What follows belongs to an exercise in optimizing a design on an open flow for a short achievable clock period and few clock cycles; a production flow would make more cautious choices.
Only simulation tests tie the RTL to the original design; equivalence was not proved.
Power and IR drop assume default switching activity.

// custom_cpu
module custom_cpu(
	input         clk,
	input         rst,
	output reg [31:0] PC,
	output        Inst_Req_Valid,
	input         Inst_Req_Ready,
	input  [31:0] Instruction,
	input         Inst_Valid,
	output        Inst_Ready,
	output [31:0] Address,
	output        MemWrite,
	output [31:0] Write_data,
	output [ 3:0] Write_strb,
	output        MemRead,
	input         Mem_Req_Ready,
	input  [31:0] Read_data,
	input         Read_data_Valid,
	output        Read_data_Ready
);
==> flow/config.mk <==
export PLATFORM = sky130hd
export DESIGN_NAME = custom_cpu
export DESIGN_NICKNAME = custom_cpu
export VERILOG_FILES = /design/flow/design.v
export SDC_FILE = /design/flow/constraint.sdc
export NUM_CORES = 4
export LEC_CHECK = 0
export CAP_MARGIN = 20
export CORE_MARGIN = 2
export CORE_UTILIZATION = 30
export PLACE_DENSITY = 0.5
export SLEW_MARGIN = 20
==> flow/constraint.sdc <==
create_clock -name core_clock -period 10.0 [get_ports {clk}]
set_input_delay 2.0000 -clock core_clock [delete_from_list [all_inputs] [get_ports {clk}]]
set_output_delay 2.0000 -clock core_clock [all_outputs]
set_load 0.01 [all_outputs]
standard.sh (not shown) runs the stock make flow with config.mk's settings and CLKGATE_MAP_FILE= SYNTH_SCRIPT=/design/flow/synth_recipe.tcl, a recipe that flattens the netlist after the stock synthesis.
==> flow/flow/run.sh <==
#!/bin/bash
set -euo pipefail
MARGIN=6.5
bash standard.sh SETUP_SLACK_MARGIN=$MARGIN finish > standard_make.log 2>&1
Testbench counts at the start, summed over its fixed seeds: cycles 79,314.
Change:
--- a/flow/design.v
+++ b/flow/design.v
@@ -1112,12 +1112,13 @@
 	reg         pend_pt;
 	reg         dq_v, dq_pt;
 	reg  [31:0] dq_inst, dq_pc;
 	reg         e_v, e_pt, e_auipc;
 	reg  [31:0] e_pc4, e_timm, e_rv1, e_rv2, e_imm, e_pre;
 	reg         e_s1, e_s2;      
+	reg         e_s1n, e_s2n;    
 	reg         e_useimm;
 	reg         e_add, e_sub, e_slt, e_sltu, e_xor, e_or, e_and, e_sll, e_srl, e_sra, e_pres;
 	reg         e_ld, e_st, e_mul, e_br, e_jal, e_jalr, e_wen;
 	reg  [2:0]  e_f3;
 	reg  [4:0]  e_rd;
 	reg  [31:0] e_pc;
@@ -1196,14 +1197,14 @@
 	wire d2X = w_v & w_wen & (w_rd == d_rs2);
 	wire [31:0] d_op1 = d1W ? m_res : (d1X ? x_next : d_rv1);
 	wire [31:0] d_op2 = d2W ? m_res : (d2X ? x_next : d_rv2);
 	wire hz = d_v & (
 		((e_ld | e_mul) & ((d_use1 & d1M) | (d_use2 & d2M))) |
 		((m_ld | m_mul) & ((d_use1 & d1W) | (d_use2 & d2W))));
-	wire [31:0] fa = e_s1 ? m_res : e_rv1;
-	wire [31:0] fb = e_s2 ? m_res : e_rv2;
+	wire [31:0] fa = {e_s1n ? e_rv1[31:16] : m_res[31:16], e_s1 ? m_res[15:0] : e_rv1[15:0]};
+	wire [31:0] fb = {e_s2n ? e_rv2[31:16] : m_res[31:16], e_s2 ? m_res[15:0] : e_rv2[15:0]};
 	wire [31:0] e_tgt = e_pc + e_timm;
 	wire [31:0] e_sum, e_res;
 	wire        e_cond;
 	alu ALU (
 		.A(fa), .B(fb), .Imm(e_imm), .use_imm(e_useimm),
 		.op_add(e_add), .op_sub(e_sub), .op_slt(e_slt), .op_sltu(e_sltu),
@@ -1211,13 +1212,13 @@
 		.op_sll(e_sll), .op_srl(e_srl), .op_sra(e_sra),
 		.op_pre(e_pres), .Pre(e_auipc ? e_tgt : e_pre), .br_f3(e_f3),
 		.Sum(e_sum), .Cond(e_cond), .Result(e_res)
 	);
 	wire        e_taken = e_jal | (e_br & e_cond);
 	wire        e_mis = e_v & (e_jalr | ((e_br | e_jal) ? (e_taken ^ e_pt) : e_pt));
-	wire [31:0] e_npc = e_jalr ? {e_sum[31:1], 1'b0} : (e_taken ? e_tgt : e_pc4);
+	wire [31:0] e_npc = e_jalr ? {e_sum[31:1], 1'b0} : (e_pt ? e_pc4 : e_tgt);
 	mul_pipe MULT (.clk(clk), .en(~frz_M), .a(fa), .b(fb), .p(mul_p));
 	wire redir = e_mis;
 	wire [31:0] redir_pc = e_npc;
 	wire req_fire  = run_r & Inst_Req_Ready;
 	wire resp_ok   = resp_fire & ~pend_kill & ~redir;
 	wire d_adv  = ~frz_M & ~hz;           
@@ -1269,17 +1270,21 @@
 			e_v <= d_v & ~hz & ~e_mis;
 		if (frz_M) begin
 			e_rv1 <= fa;
 			e_rv2 <= fb;
 			e_s1 <= 1'b0;
 			e_s2 <= 1'b0;
+			e_s1n <= 1'b1;
+			e_s2n <= 1'b1;
 		end else begin
 			e_rv1 <= d_op1;
 			e_rv2 <= d_op2;
 			e_s1 <= d1M;
 			e_s2 <= d2M;
+			e_s1n <= ~d1M;
+			e_s2n <= ~d2M;
 			e_pc <= d_pc;
 			e_pc4 <= d_pc4;
 			e_timm <= d_timm;
 			e_auipc <= d_auipc;
 			e_pt <= d_pt;
 			e_imm <= d_st ? immS : immI;
Outcome: The new run went through all stages and came out clean. Cell count went down by about 0.54%. Combinational power barely changes. Count of clock-buffer cells in the layout came out lower by 1. Non-clock buffer count came out lower by 56. Flip-flop and latch count came out higher by 2. Clock power goes down by about 4%. Die area is about the same. Wire length shrinks by about 3%. Via count came out lower by 1.6%. Worst hold slack is worse by 0.049 ns. Core utilization shrinks by 0.45 points.
Testbench counts after the change, summed over its fixed seeds: cycles 79,314.

* * *

the baseline:
custom_cpu, a different RTL version from the one above (not shown whole).
Size: ~13,000 cells after synthesis, roughly 2,800 flip-flops, ~150,000 sq um of cells after synthesis.
## custom_cpu
module custom_cpu(
	input         clk,
	input         rst,
	output reg [31:0] PC,
	output        Inst_Req_Valid,
	input         Inst_Req_Ready,
	input  [31:0] Instruction,
	input         Inst_Valid,
	output        Inst_Ready,
	output [31:0] Address,
	output        MemWrite,
	output [31:0] Write_data,
	output [ 3:0] Write_strb,
	output        MemRead,
	input         Mem_Req_Ready,
	input  [31:0] Read_data,
	input         Read_data_Valid,
	output        Read_data_Ready
);
	reg         run_r, ird_r, rdr_r;
	reg         pend, pend_kill;
	reg  [31:0] pend_pc;
	reg         pend_pt;
	reg         dq_v, dq_pt;
	reg  [31:0] dq_inst, dq_pc;
	reg         e_v, e_pt, e_auipc;
	reg  [31:0] e_pc4, e_timm, e_rv1, e_rv2, e_imm, e_pre;
	reg         e_s1, e_s2;      
	reg         e_s1n, e_s2n;    
	reg         e_s1m, e_s2m;    
	reg         e_useimm;
	reg         e_add, e_sub, e_slt, e_sltu, e_xor, e_or, e_and, e_sll, e_srl, e_sra, e_pres;
	reg         e_ld, e_st, e_mul, e_br, e_jal, e_jalr, e_wen;
	reg  [2:0]  e_f3;
	reg  [4:0]  e_rd;
	reg  [31:0] e_pc;
	reg         m_v, m_ld, m_mul, m_wen, mrd_q, mwr_q;
	reg  [31:0] m_res, m_sdata;
	reg  [31:0] m_fwd;
	reg  [3:0]  m_strb;
	reg  [2:0]  m_f3;
	reg  [4:0]  m_rd;
	reg         w_v, w_ld, w_mul, w_wen;
	reg  [31:0] w_res;
	reg  [2:0]  w_f3;
	reg  [4:0]  w_rd;
	reg         x_v, x_wen;
	reg  [31:0] x_res;
	reg  [4:0]  x_rd;
	wire stall_ldw = w_v & w_ld & ~Read_data_Valid;      
	wire stall_mem = (mrd_q | mwr_q) & ~Mem_Req_Ready;   
	wire frz_W = stall_ldw;
	wire frz_M = stall_ldw | stall_mem;                  
	reg  [15:0] btb_v;
  ...
clock: 10.0 ns
lec_check: 0
cap_margin: 20
core_margin: 2
core_utilization: 30
place_density: 0.5
slew_margin: 20
Scripts as last shown in full above: flow/flow/run.sh
The baseline | stages: all done | timing, DRC, antenna: all pass
Testbench counts of the baseline, summed over its fixed seeds: cycles 77,672.
Input changes introduced in the candidate (baseline for comparison: the baseline):
--- a/flow/design.v
+++ b/flow/design.v
@@ -1110,28 +1110,26 @@
 	reg         pend, pend_kill;
 	reg  [31:0] pend_pc;
 	reg         pend_pt;
 	reg         dq_v, dq_pt;
 	reg  [31:0] dq_inst, dq_pc;
 	reg         e_v, e_pt, e_auipc;
 	reg  [31:0] e_pc4, e_timm, e_rv1, e_rv2, e_imm, e_pre;
 	reg         e_s1, e_s2;      
 	reg         e_s1n, e_s2n;    
-	reg         e_s1m, e_s2m;    
 	reg         e_useimm;
 	reg         e_add, e_sub, e_slt, e_sltu, e_xor, e_or, e_and, e_sll, e_srl, e_sra, e_pres;
 	reg         e_ld, e_st, e_mul, e_br, e_jal, e_jalr, e_wen;
 	reg  [2:0]  e_f3;
 	reg  [4:0]  e_rd;
 	reg  [31:0] e_pc;
 	reg         m_v, m_ld, m_mul, m_wen, mrd_q, mwr_q;
 	reg  [31:0] m_res, m_sdata;
-	reg  [31:0] m_fwd;
 	reg  [3:0]  m_strb;
 	reg  [2:0]  m_f3;
 	reg  [4:0]  m_rd;
 	reg         w_v, w_ld, w_mul, w_wen;
 	reg  [31:0] w_res;
 	reg  [2:0]  w_f3;
 	reg  [4:0]  w_rd;
 	reg         x_v, x_wen;
 	reg  [31:0] x_res;
@@ -1204,37 +1202,35 @@
 	wire d1X = w_v & w_wen & (w_rd == d_rs1);
 	wire d2M = e_v & e_wen & (e_rd == d_rs2);
 	wire d2W = m_v & m_wen & (m_rd == d_rs2);
 	wire d2X = w_v & w_wen & (w_rd == d_rs2);
 	wire [31:0] d_op1 = d1W ? m_res : (d1X ? x_next : d_rv1);
 	wire [31:0] d_op2 = d2W ? m_res : (d2X ? x_next : d_rv2);
 	wire hz = d_v & (
 		((e_ld | e_mul) & ((d_use1 & d1M) | (d_use2 & d2M))) |
 		((m_ld | m_mul) & ((d_use1 & d1W) | (d_use2 & d2W))));
-	wire [31:0] fa = {e_s1n ? e_rv1[31:16] : m_fwd[31:16], e_s1 ? m_fwd[15:0] : e_rv1[15:0]};
-	wire [31:0] fb = {e_s2n ? e_rv2[31:16] : m_fwd[31:16], e_s2 ? m_fwd[15:0] : e_rv2[15:0]};
+	wire [31:0] fa = {e_s1n ? e_rv1[31:16] : m_res[31:16], e_s1 ? m_res[15:0] : e_rv1[15:0]};
+	wire [31:0] fb = {e_s2n ? e_rv2[31:16] : m_res[31:16], e_s2 ? m_res[15:0] : e_rv2[15:0]};
 	wire [31:0] e_tgt = e_pc + e_timm;
 	wire [31:0] e_sum, e_res;
 	wire        e_cond;
 	alu ALU (
 		.A(fa), .B(fb), .Imm(e_imm), .use_imm(e_useimm),
 		.op_add(e_add), .op_sub(e_sub), .op_slt(e_slt), .op_sltu(e_sltu),
 		.op_xor(e_xor), .op_or(e_or), .op_and(e_and),
 		.op_sll(e_sll), .op_srl(e_srl), .op_sra(e_sra),
 		.op_pre(e_pres), .Pre(e_auipc ? e_tgt : e_pre), .br_f3(e_f3),
 		.Sum(e_sum), .Cond(e_cond), .Result(e_res)
 	);
 	wire        e_taken = e_jal | (e_br & e_cond);
 	wire        e_mis = e_v & (e_jalr | ((e_br | e_jal) ? (e_taken ^ e_pt) : e_pt));
 	wire [31:0] e_npc = e_jalr ? {e_sum[31:1], 1'b0} : (e_pt ? e_pc4 : e_tgt);
-	wire [31:0] ma = e_s1m ? m_fwd : e_rv1;
-	wire [31:0] mb = e_s2m ? m_fwd : e_rv2;
-	mul_pipe MULT (.clk(clk), .en(~frz_M), .a(ma), .b(mb), .p(mul_p));
+	mul_pipe MULT (.clk(clk), .en(~frz_M), .a(fa), .b(fb), .p(mul_p));
 	wire redir = e_mis | d_redir;
 	wire req_fire  = run_r & Inst_Req_Ready;
 	wire resp_ok   = resp_fire & ~pend_kill & ~e_mis;
 	wire d_adv  = ~frz_M & ~hz;           
 	wire dq_v_n = rst ? 1'b0 :
 		e_mis ? 1'b0 :
 		dq_v ? ~d_adv :
 		(resp_ok & ~d_adv);
 	always @ (posedge clk) begin
@@ -1284,29 +1280,25 @@
 		else if (~frz_M)
 			e_v <= d_v & ~hz & ~e_mis;
 		if (frz_M) begin
 			e_rv1 <= fa;
 			e_rv2 <= fb;
 			e_s1 <= 1'b0;
 			e_s2 <= 1'b0;
 			e_s1n <= 1'b1;
 			e_s2n <= 1'b1;
-			e_s1m <= 1'b0;
-			e_s2m <= 1'b0;
 		end else begin
 			e_rv1 <= d_op1;
 			e_rv2 <= d_op2;
 			e_s1 <= d1M;
 			e_s2 <= d2M;
 			e_s1n <= ~d1M;
 			e_s2n <= ~d2M;
-			e_s1m <= d1M & d_mul;
-			e_s2m <= d2M & d_mul;
 			e_pc <= d_pc;
 			e_pc4 <= d_pc4;
 			e_timm <= d_timm;
 			e_auipc <= d_auipc;
 			e_pt <= d_pt | d_redir;
 			e_imm <= d_st ? immS : immI;
 			e_useimm <= ~d_opr & ~d_br;
 			e_pre <= d_pre;
 			e_add <= (d_alu & (d_f3 == 3'b000) & ~(d_opr & d_inst[30])) | d_ld | d_st;
@@ -1369,19 +1361,18 @@
 		if (rst) begin
 			m_v <= 1'b0;
 			mrd_q <= 1'b0;
 			mwr_q <= 1'b0;
 		end else if (~frz_M) begin
 			m_v <= e_v;
 			mrd_q <= e_v & e_ld;
 			mwr_q <= e_v & e_st;
 		end
-		m_fwd <= e_res;
 		if (~frz_M) begin
 			m_res <= e_res;
 			m_ld <= e_ld;
 			m_mul <= e_mul;
 			m_wen <= e_wen;
 			m_rd <= e_rd;
 			m_f3 <= e_f3;
 			m_sdata <= e_f3[1] ? fb : (e_f3[0] ? {2{fb[15:0]}} : {4{fb[7:0]}});
 			m_strb <= e_f3[1] ? 4'b1111 :
Results
- The candidate went all the way through synthesis, placement and routing and the layout is clean on timing, DRC and antenna.
- On total routing resource utilization after global routing, the lower figure sits with the candidate, not the baseline.
- The baseline ended up with PC[31]$_SDFFE_PP0P_ as its capture point of the critical path; the candidate ended up with m_res[30]$_DFFE_PN_.
- From the baseline to the candidate the numbers moved as follows: area growth from synthesis to final layout increased by 0.62 points relative to the old numbers, synthesized cell area decreased by about 1.4% relative to the old numbers, clock period minus worst slack decreased by 0.023 ns relative to the old numbers, first-pass GRT wire length decreased by 3.2% relative to the old numbers.
- Going from the baseline to the candidate, the number of sinks handled by clock tree synthesis was found to have gone down by 36.
Testbench counts of the candidate, summed over its fixed seeds: cycles 77,672.

separate check: timing with driven ports:
No port has a modelled driver above. Below, the same layouts with a new extraction and two added sets of constraints. Step 1: set_driving_cell puts a clkbuf_16 on clk and a buf_2 on each other input, an assumption about the parent block. Step 2 adds t to the input delays and takes it off the output delays; t is the mean of the earliest and latest rising clock arrival at the registers after step 1. Input paths then give back, and output paths get back, about the clock's delay inside the block. a / b / c = ideal / step 1 / step 2; a / b = the first two.
run | t (ns) | setup slack, ns | hold WS [ns] | worst register clock-pin slew, ns
the first run of note 1 | 1.089 | 5.569 / 5.569 / 5.043 | 0.461 / 0.461 / 0.461 | 0.07 / 0.07
the second run of note 1 | 1.038 | 5.783 / 5.783 / 5.049 | 0.412 / 0.412 / 0.412 | 0.07 / 0.07
the baseline | 1.066 | 5.393 / 5.393 / 4.443 | 0.410 / 0.410 / 0.410 | 0.07 / 0.07
the candidate | 1.081 | 5.416 / 5.416 / 4.652 | 0.383 / 0.383 / 0.383 | 0.08 / 0.08
After both steps setup and hold are still met in every run listed. For the baseline, which loses most, drivers alone change the setup slack by 0.000 ns; drivers and shift together by -0.950 ns.
